What follows belongs to an exercise in optimizing a design on an open flow for small area; a production flow would make more cautious choices. RTL that was checked went through simulation tests only; none was proved equivalent to the original. No activity file was given, so power comes from the tool's default toggle rates.

== job 579 ==
Design Top_Student, start of the top module:
module Top_Student (
    input clk,
    input [4:0] btn,
    input [15:0] sw,
    output [7:0] JB,
    output VGA_Hsync,
    output VGA_Vsync,
    output [11:0] VGA_RGB,
    output [13:0] led,
    output [7:0] seg,
    output [3:0] an,
    output reg [1:0] current_main_mode
);
Size in the first run: ~610 flip-flops, ~72 I/O pins.
==> flow/config.mk <==
export PLATFORM = sky130hd
export DESIGN_NAME = Top_Student
export DESIGN_NICKNAME = Top_Student
export VERILOG_FILES = /design/flow/design.v
export SDC_FILE = /design/flow/constraint.sdc
export NUM_CORES = 4
export LEC_CHECK = 0
export CAP_MARGIN = 20
export CORE_MARGIN = 2
export CORE_UTILIZATION = 65
export CTS_CLUSTER_DIAMETER = 80
export CTS_CLUSTER_SIZE = 30
export PLACE_DENSITY = 0.8
export SLEW_MARGIN = 20
export SYNTH_MEMORY_MAX_BITS = 32768
==> flow/constraint.sdc <==
create_clock -name core_clock -period 12.0 [get_ports {clk}]
set_input_delay 2.4000 -clock core_clock [delete_from_list [all_inputs] [get_ports {clk}]]
set_output_delay 2.4000 -clock core_clock [all_outputs]
set_load 0.01 [all_outputs]
standard.sh (not shown) runs the stock make flow with config.mk's settings and CLKGATE_MAP_FILE= SYNTH_SCRIPT=/design/flow/synth_recipe.tcl, a recipe that flattens the netlist after the stock synthesis.
==> flow/flow/run.sh <==
#!/bin/bash
# The standard layout (the standard.sh, every step unchanged), with each
# port's buffer made from the smallest buffer cell (buf_1) instead of the
# default clkdlybuf4s50_1. All of the flow's output goes to standard.log;
# ORFS writes each step's own log under orfs/logs/.
set -e
export BUFFER_PORTS_ARGS="-buffer_cell sky130_fd_sc_hd__buf_1"
bash standard.sh > standard.log 2>&1
Setup changes, job 579 to job 2562
# job 579
export LEC_CHECK = 0
export CAP_MARGIN = 20
export CORE_MARGIN = 2
export CORE_UTILIZATION = 65
export CTS_CLUSTER_DIAMETER = 80
export CTS_CLUSTER_SIZE = 30
export PLACE_DENSITY = 0.8
export SLEW_MARGIN = 20
export SYNTH_MEMORY_MAX_BITS = 32768
create_clock -name core_clock -period 12.0 [get_ports {clk}]
# job 2562
export LEC_CHECK = 0
export CAP_MARGIN = 20
export CORE_MARGIN = 2
export CORE_UTILIZATION = 30
export CTS_CLUSTER_DIAMETER = 80
export CTS_CLUSTER_SIZE = 30
export GPL_TIMING_DRIVEN = 0
export PLACE_DENSITY = 0.4
export SLEW_MARGIN = 20
export SYNTH_MEMORY_MAX_BITS = 32768
create_clock -name core_clock -period 12.0 [get_ports {clk}]
==> flow/run.sh (new file) <==
#!/bin/bash
# synth_recipe.tcl (not shown) runs the flow's synth.tcl, then flattens the netlist and writes it again
# the make line also repeats each setting of config.mk as NAME=value (left out here)
make -C /OpenROAD-flow-scripts/flow DESIGN_CONFIG=/design/flow/config.mk WORK_HOME=/design/flow/orfs CLKGATE_MAP_FILE= SYNTH_SCRIPT=/design/flow/synth_recipe.tcl finish
removed: flow/flow/run.sh
removed: flow/standard.sh
Findings:
Going from job 579 to job 2562, end-of-flow core utilization now smaller; top-level I/O count comparable; clock share of power now larger; cell count now larger; final worst setup slack now smaller. Re clock input transition at the sequential cells of the worst setup and hold paths: job 579 was higher than job 2562. Every stage of the flow completed for job 2562, and the final layout passed the timing, DRC and antenna checks. Job 2562 vs job 579 — cell depth of the worst setup path climbed by a little under 10%. Non-clock buffer total of the final layout was higher in the run labelled job 2562.
Input-level comparison between job 7966 and job 2562:
# job 2562
export LEC_CHECK = 0
export CAP_MARGIN = 20
export CORE_MARGIN = 2
export CORE_UTILIZATION = 30
export CTS_CLUSTER_DIAMETER = 80
export CTS_CLUSTER_SIZE = 30
export GPL_TIMING_DRIVEN = 0
export PLACE_DENSITY = 0.4
export SLEW_MARGIN = 20
export SYNTH_MEMORY_MAX_BITS = 32768
create_clock -name core_clock -period 12.0 [get_ports {clk}]
# job 7966
export LEC_CHECK = 0
export CAP_MARGIN = 0
export CORE_MARGIN = 2
export CORE_UTILIZATION = 50
export CTS_CLUSTER_DIAMETER = 80
export CTS_CLUSTER_SIZE = 30
export PLACE_DENSITY = 0.65
export SLEW_MARGIN = 0
export SYNTH_MEMORY_MAX_BITS = 32768
create_clock -name core_clock -period 12.0 [get_ports {clk}]
==> flow/flow/run.sh (new file) <==
#!/bin/bash
# The standard layout (the standard.sh, every step unchanged), with each
# port's buffer made from the smallest buffer cell (buf_1) instead of the
# default clkdlybuf4s50_1. All of the flow's output goes to standard.log;
# ORFS writes each step's own log under orfs/logs/.
set -e
export BUFFER_PORTS_ARGS="-buffer_cell sky130_fd_sc_hd__buf_1"
bash standard.sh > standard.log 2>&1
==> flow/standard.sh (new file) <==
#!/bin/bash
# synth_recipe.tcl (not shown) runs the flow's synth.tcl, then flattens the netlist and writes it again
# the make line also repeats each setting of config.mk as NAME=value (left out here)
make -C /OpenROAD-flow-scripts/flow DESIGN_CONFIG=/design/flow/config.mk WORK_HOME=/design/flow/orfs CLKGATE_MAP_FILE= SYNTH_SCRIPT=/design/flow/synth_recipe.tcl "${@:-finish}"
removed: flow/run.sh
## What came out
Every stage of the flow completed for job 7966, and the final layout passed the timing, DRC and antenna checks. Compared to job 2562, job 7966 has pre-CTS setup slack 960 ps higher. Diff job 2562 -> job 7966: portion of the clock cycle consumed by the worst path in the final layout has decreased; number of H-tree levels has decreased; static leakage power has decreased; non-clock buffer count has decreased. Delta (job 7966 minus job 2562): routed wire length down 21%, end-of-flow core utilization went up 20 points, data required time at the worst endpoint went down. Taking job 7966 as 1.0, job 2562 lands at 1.08 on switching power summed over all nets. Job 2562 -> job 7966: number of enable flip-flop cells after synthesis delta 0, exact match. Cell count (job 7966 vs. job 2562) decreases by more than 10%. Cell at the slowest stage of the critical path: sky130_fd_sc_hd__a2111oi_0 -> job 7966, sky130_fd_sc_hd__a2111o_1 -> job 2562.
For job 9322, these inputs were changed with respect to job 7966:
# job 7966
export LEC_CHECK = 0
export CAP_MARGIN = 0
export CORE_MARGIN = 2
export CORE_UTILIZATION = 50
export CTS_CLUSTER_DIAMETER = 80
export CTS_CLUSTER_SIZE = 30
export PLACE_DENSITY = 0.65
export SLEW_MARGIN = 0
export SYNTH_MEMORY_MAX_BITS = 32768
create_clock -name core_clock -period 12.0 [get_ports {clk}]
# job 9322
export LEC_CHECK = 0
export CAP_MARGIN = 20
export CORE_MARGIN = 2
export CORE_UTILIZATION = 30
export CTS_CLUSTER_DIAMETER = 80
export CTS_CLUSTER_SIZE = 30
export PLACE_DENSITY = 0.4
export SLEW_MARGIN = 20
export SYNTH_MEMORY_MAX_BITS = 32768
create_clock -name core_clock -period 12.0 [get_ports {clk}]
==> flow/flow/run.sh <==
#!/bin/bash
# The standard layout (the standard.sh, all steps), with each port's
# buffer made from the smallest buffer cell instead of the default one.
set -e
cp standard.sh standard_copy.sh.txt
export BUFFER_PORTS_ARGS="-buffer_cell sky130_fd_sc_hd__buf_1"
bash standard.sh > standard.log 2>&1
## What came out
Delta(number of inserted filler cells in the final layout, job 9322 - job 7966) > 0. From job 7966 to job 9322 the numbers moved as follows: clock power rose 22%; die area rose 65%; insertion delay to the later sink of the worst-skew pair about even; final design area excluding fillers rose 3.5%. Between job 9322 and job 7966, final core utilization is higher for job 7966, job 9322 comes in under that. Job 9322 vs job 7966 on routed wire length on met3: job 9322 is the lower one. Job 7966 has higher worst setup margin than job 9322. Job 9322: hold slack is 25 ps lower than what job 7966 reported. In job 9322, the overall track demand over capacity in global routing came out 7.2 points below the value in job 7966.
## Diff of input files: job 9426 against job 9322
# job 9322
export LEC_CHECK = 0
export CAP_MARGIN = 20
export CORE_MARGIN = 2
export CORE_UTILIZATION = 30
export CTS_CLUSTER_DIAMETER = 80
export CTS_CLUSTER_SIZE = 30
export PLACE_DENSITY = 0.4
export SLEW_MARGIN = 20
export SYNTH_MEMORY_MAX_BITS = 32768
create_clock -name core_clock -period 12.0 [get_ports {clk}]
# job 9426
export LEC_CHECK = 0
export CAP_MARGIN = 20
export CORE_MARGIN = 2
export CORE_UTILIZATION = 50
export CTS_CLUSTER_DIAMETER = 80
export CTS_CLUSTER_SIZE = 30
export PLACE_DENSITY = 0.65
export SLEW_MARGIN = 20
export SYNTH_MEMORY_MAX_BITS = 32768
create_clock -name core_clock -period 12.0 [get_ports {clk}]
--- outcome ---
- On power: job 9426 sits below job 9322.
- Job 9426 went all the way through the flow, and no timing, DRC or antenna check failed.
- Job 9322 finished every step from synthesis to the final layout, and the layout passed the timing, DRC and antenna checks.
- Job 9426 vs job 9322, combinational fraction of design power went up by 0.3 points.
- In job 9426, the data required time of the worst path came out 40 ps below the value in job 9322.

* * *

blue:
Top_Student, a different RTL version from the one above (not shown whole).
For scale: ~3300 cells after synthesis, about 620 flip-flops, about 72 I/O pins, roughly 30000 µm² of cells after synthesis.
Design Top_Student, start of the top module:
module Top_Student (
    input clk,
    input [4:0] btn,
    input [15:0] sw,
    output [7:0] JB,
    output VGA_Hsync,
    output VGA_Vsync,
    output [11:0] VGA_RGB,
    output [13:0] led,
    output [7:0] seg,
    output [3:0] an,
    output reg [1:0] current_main_mode
);
clock: 12.0 ns
lec_check: 0
cap_margin: 20
core_margin: 2
core_utilization: 30
place_density: 0.4
slew_margin: 20
synth_memory_max_bits: 32768
run.sh (not shown) runs the stock make flow with config.mk's settings and CLKGATE_MAP_FILE= SYNTH_SCRIPT=/design/flow/synth_recipe.tcl, a recipe that flattens the netlist after the stock synthesis.
Stock flow here: none of the scripts above is used.
blue completed; timing, DRC and antenna clean
### blue -> red
--- a/flow/config.mk
+++ b/flow/config.mk
@@ -7,0 +8 @@
+export ABC_AREA = 1
@@ -10,2 +11,3 @@
-export CORE_UTILIZATION = 30
-export PLACE_DENSITY = 0.4
+export CORE_UTILIZATION = 45
+export CTS_CLUSTER_SIZE = 30
+export PLACE_DENSITY = 0.6
Results
- Against blue, final critical path time including I/O delays and setup in red came out better.
- Run comparison: blue area-dominant cell class after layout multi-input gates; red area-dominant cell class after layout registers
- Count of plain and timing-repair buffers in the layout in red vs blue: down about 40%
- Critical path depth in red is 11 above blue.
- red against blue: cell row count decreased 18%, met2 routed wirelength down 8000 µm, data arrival at the endpoint of the critical path now sits lower, post-layout instance area went down.
- red ends up with higher final RePlAce weighted congestion than blue does.
- Detailed router's first-iteration violation count (blue / red): 0.889

* * *

Setup of job 5243:
Top_Student with an RTL version that a note above also has.
Size in the first run: ~3,000 cells after synthesis, about 0.027 mm² of cells after synthesis.
// Top_Student
module Top_Student (
    input clk,
    input [4:0] btn,
    input [15:0] sw,
    output [7:0] JB,
    output VGA_Hsync,
    output VGA_Vsync,
    output [11:0] VGA_RGB,
    output [13:0] led,
    output [7:0] seg,
    output [3:0] an,
    output reg [1:0] current_main_mode
);
Settings: LEC_CHECK=0, CAP_MARGIN=20, CORE_MARGIN=2, CORE_UTILIZATION=30, CTS_CLUSTER_DIAMETER=90, CTS_CLUSTER_SIZE=35, PLACE_DENSITY=0.4, SLEW_MARGIN=20, SYNTH_MEMORY_MAX_BITS=32768; clock period 12.0 ns.
Job 5243 has completed all stages; timing, DRC and antenna checks passed.
## Diff of input files: job 3050 against job 5243
- swapping 90 for 60 in CTS_CLUSTER_DIAMETER
- swapping 35 for 20 in CTS_CLUSTER_SIZE
- putting CTS_BUF_LIST at sky130_fd_sc_hd__clkbuf_8 where nothing was set
- putting GPL_TIMING_DRIVEN at 0 where nothing was set
Findings:
- Job 3050 completed end to end with timing, DRC and antenna clean.
- Compared job 3050 vs job 5243, and clock tree buffer count of the final layout is up in job 3050.
- In terms of non-clock inverter total of the final layout, job 3050 and job 5243 differ only marginally.
- Looking at routed length on met2, job 3050 sits above job 5243.
- Any difference in register clock-pin slew on the reported worst setup and hold paths between job 5243 and job 3050 is small enough to ignore.
- Against job 5243 as the reference, job 3050 delivers a higher clock-cell share of area.
- In the flow results for job 5243 and job 3050, the number of cell instances on the worst register-to-register path is smaller on job 5243.
- Wire length is higher on job 3050
- Setup slack | job 3050 below job 5243
- Delta (job 3050 minus job 5243): filler-free cell count of the finished design now larger; final cell area excluding filler cells now larger; total power now larger.
Setup changes, job 3050 to job 1683
- CORE_UTILIZATION changed from 30 to 65
- CTS_BUF_LIST removed (was sky130_fd_sc_hd__clkbuf_8)
- CTS_CLUSTER_SIZE changed from 20 to 30
- CTS_CLUSTER_DIAMETER changed from 60 to 80
- PLACE_DENSITY changed from 0.4 to 0.8
- GPL_TIMING_DRIVEN removed (was 0)
Results
- From job 3050 to job 1683 the numbers moved as follows: worst setup slack has decreased; synthesis-stage register bit count has remained practically unchanged.
- Multi-input gate share of the layout cell area: job 3050 and job 1683 compared, lower one is job 3050
- Going from job 3050 to job 1683, global-route total usage across every layer saw an increase; final design area excluding fillers shrank by 5.9%.
Here is what was changed in the inputs of job 8510 compared with job 1683.
- a change of CORE_UTILIZATION from 65 to 30
- a change of PLACE_DENSITY from 0.8 to 0.4
Results
Summary of job 8510 over job 1683: number of vias per cell after detailed routing down 1.2, part of the power in combinational logic down 0.6 points.
Share of total power in the clock network: job 8510 > job 1683

* * *

## west
Starting RTL as in the previous note.
// Top_Student
module Top_Student (
    input clk,
    input [4:0] btn,
    input [15:0] sw,
    output [7:0] JB,
    output VGA_Hsync,
    output VGA_Vsync,
    output [11:0] VGA_RGB,
    output [13:0] led,
    output [7:0] seg,
    output [3:0] an,
    output reg [1:0] current_main_mode
);
    wire reset = ~sw[15];
    localparam [5:0] CH_EQ = 6'd32, CH_E = 6'd33, CH_A = 6'd34, CH_L = 6'd35,
                     CH_U = 6'd36, CH_T = 6'd37, CH_O = 6'd38, CH_R = 6'd39,
                     CH_G = 6'd40, CH_P = 6'd41, CH_H = 6'd42, CH_ARROW = 6'd43,
                     CH_BLANK = 6'd63;
    reg [1:0] ph;
    reg [9:0] hc, vc;
    reg       hs_r, vs_r;
    always @(posedge clk or posedge reset) begin
        if (reset) begin
            ph   <= 2'd0;
            hc   <= 10'd0;
            vc   <= 10'd0;
            hs_r <= 1'b0;
            vs_r <= 1'b0;
        end else begin
            ph <= ph + 2'd1;
            if (ph == 2'd0) begin
                if (hc == 10'd799) begin
                    hc <= 10'd0;
  ...
Settings: LEC_CHECK=0, CAP_MARGIN=20, CORE_MARGIN=2, CORE_UTILIZATION=50, CTS_CLUSTER_DIAMETER=80, CTS_CLUSTER_SIZE=30, PLACE_DENSITY=0.65, SLEW_MARGIN=20, SYNTH_MEMORY_MAX_BITS=32768; clock period 12.0 ns.
west finished all stages; the layout is clean.
diff inputs: west => north
==> flow/flow/run.sh (new file) <==
#!/bin/bash
# The standard layout (the standard.sh, every step unchanged), with each
# port's buffer made from the smallest buffer cell (buf_1) instead of the
# default clkdlybuf4s50_1. All of the flow's output goes to standard.log;
# ORFS writes each step's own log under orfs/logs/.
set -e
export BUFFER_PORTS_ARGS="-buffer_cell sky130_fd_sc_hd__buf_1"
bash standard.sh > standard.log 2>&1
==> flow/standard.sh (new file) <==
#!/bin/bash
# synth_recipe.tcl (not shown) runs the flow's synth.tcl, then flattens the netlist and writes it again
# the make line also repeats each setting of config.mk as NAME=value (left out here)
make -C /OpenROAD-flow-scripts/flow DESIGN_CONFIG=/design/flow/config.mk WORK_HOME=/design/flow/orfs CLKGATE_MAP_FILE= SYNTH_SCRIPT=/design/flow/synth_recipe.tcl "${@:-finish}"
removed: flow/run.sh
north vs. west: total power went down by 0.017 mW, post-detailed-routing wire length rose by 250 microns, path length in cells of the critical path went up by 4, delay of the slowest critical-path stage now sits at about the same level, maximum operating frequency up 1.9%. west → north: worst setup slack up 0.17 ns, global router's overall resource usage up 0.22 points.

* * *

Top_Student, a different RTL version from the one above (not shown whole).
Size in the first run: about 3100 cells after synthesis, roughly 600 flip-flops, roughly 72 I/O pins, roughly 29000 sq um of cells after synthesis.
Design Top_Student, start of the top module:
module Top_Student (
    input clk,
    input [4:0] btn,
    input [15:0] sw,
    output [7:0] JB,
    output VGA_Hsync,
    output VGA_Vsync,
    output [11:0] VGA_RGB,
    output [13:0] led,
    output [7:0] seg,
    output [3:0] an,
    output reg [1:0] current_main_mode
);
==> flow/config.mk <==
export PLATFORM = sky130hd
export DESIGN_NAME = Top_Student
export DESIGN_NICKNAME = Top_Student
export VERILOG_FILES = /design/flow/design.v
export SDC_FILE = /design/flow/constraint.sdc
export NUM_CORES = 4
export LEC_CHECK = 0
export CAP_MARGIN = 20
export CORE_MARGIN = 2
export CORE_UTILIZATION = 30
export CTS_BUF_LIST = sky130_fd_sc_hd__clkbuf_4
export PLACE_DENSITY = 0.4
export SLEW_MARGIN = 20
export SYNTH_MEMORY_MAX_BITS = 32768
==> flow/constraint.sdc <==
create_clock -name core_clock -period 12.0 [get_ports {clk}]
set_input_delay 2.4000 -clock core_clock [delete_from_list [all_inputs] [get_ports {clk}]]
set_output_delay 2.4000 -clock core_clock [all_outputs]
set_load 0.01 [all_outputs]
Stock flow here: none of the scripts above is used.
The starting point finished with timing, DRC and antenna clean.
Change:
CORE_UTILIZATION = 40   (was 30)
CTS_BUF_LIST = sky130_fd_sc_hd__clkbuf_2 sky130_fd_sc_hd__clkbuf_4   (was sky130_fd_sc_hd__clkbuf_4)
CTS_CLUSTER_SIZE = 20   (was default)
PLACE_DENSITY = 0.5   (was 0.4)
After rerunning: Register-to-register slack is worse by 70 ps; clock-buffer cell count shrinks by 11; final area decreases by 1.2%.
No functional check of the RTL was part of any run of this note.

==> re-timing with driven ports <==
No port has a modelled driver above. Below, the same layouts with a new extraction and two added sets of constraints.
Step 1: set_driving_cell puts a clkbuf_16 on clk and a buf_2 on each other input, an assumption about the parent block.
Step 2, shift: input delay + t, output delay - t, t = (earliest + latest rising clock arrival at the registers) / 2. This alone moves slack from input paths to output paths.
a / b / c = no drivers / after step 1 / after step 2; a / b = the first two.
run | t, ns | setup WS [ns] | hold WS [ns]
job 579 | 0.640 | 2.653 / 2.653 / 2.653 | 0.324 / 0.324 / 0.324
job 2562 | 0.624 | 2.338 / 2.338 / 2.338 | 0.294 / 0.294 / 0.294
job 7966 | 0.653 | 2.747 / 2.747 / 2.747 | 0.331 / 0.331 / 0.331
job 9322 | 0.649 | 2.525 / 2.525 / 2.525 | 0.306 / 0.306 / 0.306
job 9426 | 0.654 | 2.755 / 2.755 / 2.755 | 0.331 / 0.331 / 0.331
blue | 0.682 | 3.486 / 3.486 / 3.486 | 0.306 / 0.306 / 0.306
red | 0.689 | 4.439 / 4.439 / 4.439 | 0.303 / 0.303 / 0.303
job 5243 | 0.683 | 2.470 / 2.470 / 2.470 | 0.331 / 0.331 / 0.331
job 3050 | 0.750 | 2.307 / 2.307 / 2.307 | 0.330 / 0.330 / 0.330
job 1683 | 0.661 | 2.264 / 2.264 / 2.264 | 0.321 / 0.321 / 0.321
job 8510 | 0.645 | 2.452 / 2.452 / 2.452 | 0.322 / 0.322 / 0.322
west | 0.656 | 2.582 / 2.582 / 2.582 | 0.323 / 0.323 / 0.323
north | 0.654 | 2.755 / 2.755 / 2.755 | 0.331 / 0.331 / 0.331
the first run of note 5 | 1.047 | 3.095 / 3.095 / 3.095 | 0.278 / 0.278 / 0.278
the second run of note 5 | 1.037 | 3.030 / 3.030 / 3.030 | 0.289 / 0.289 / 0.289
After both steps setup and hold are still met in every run listed.
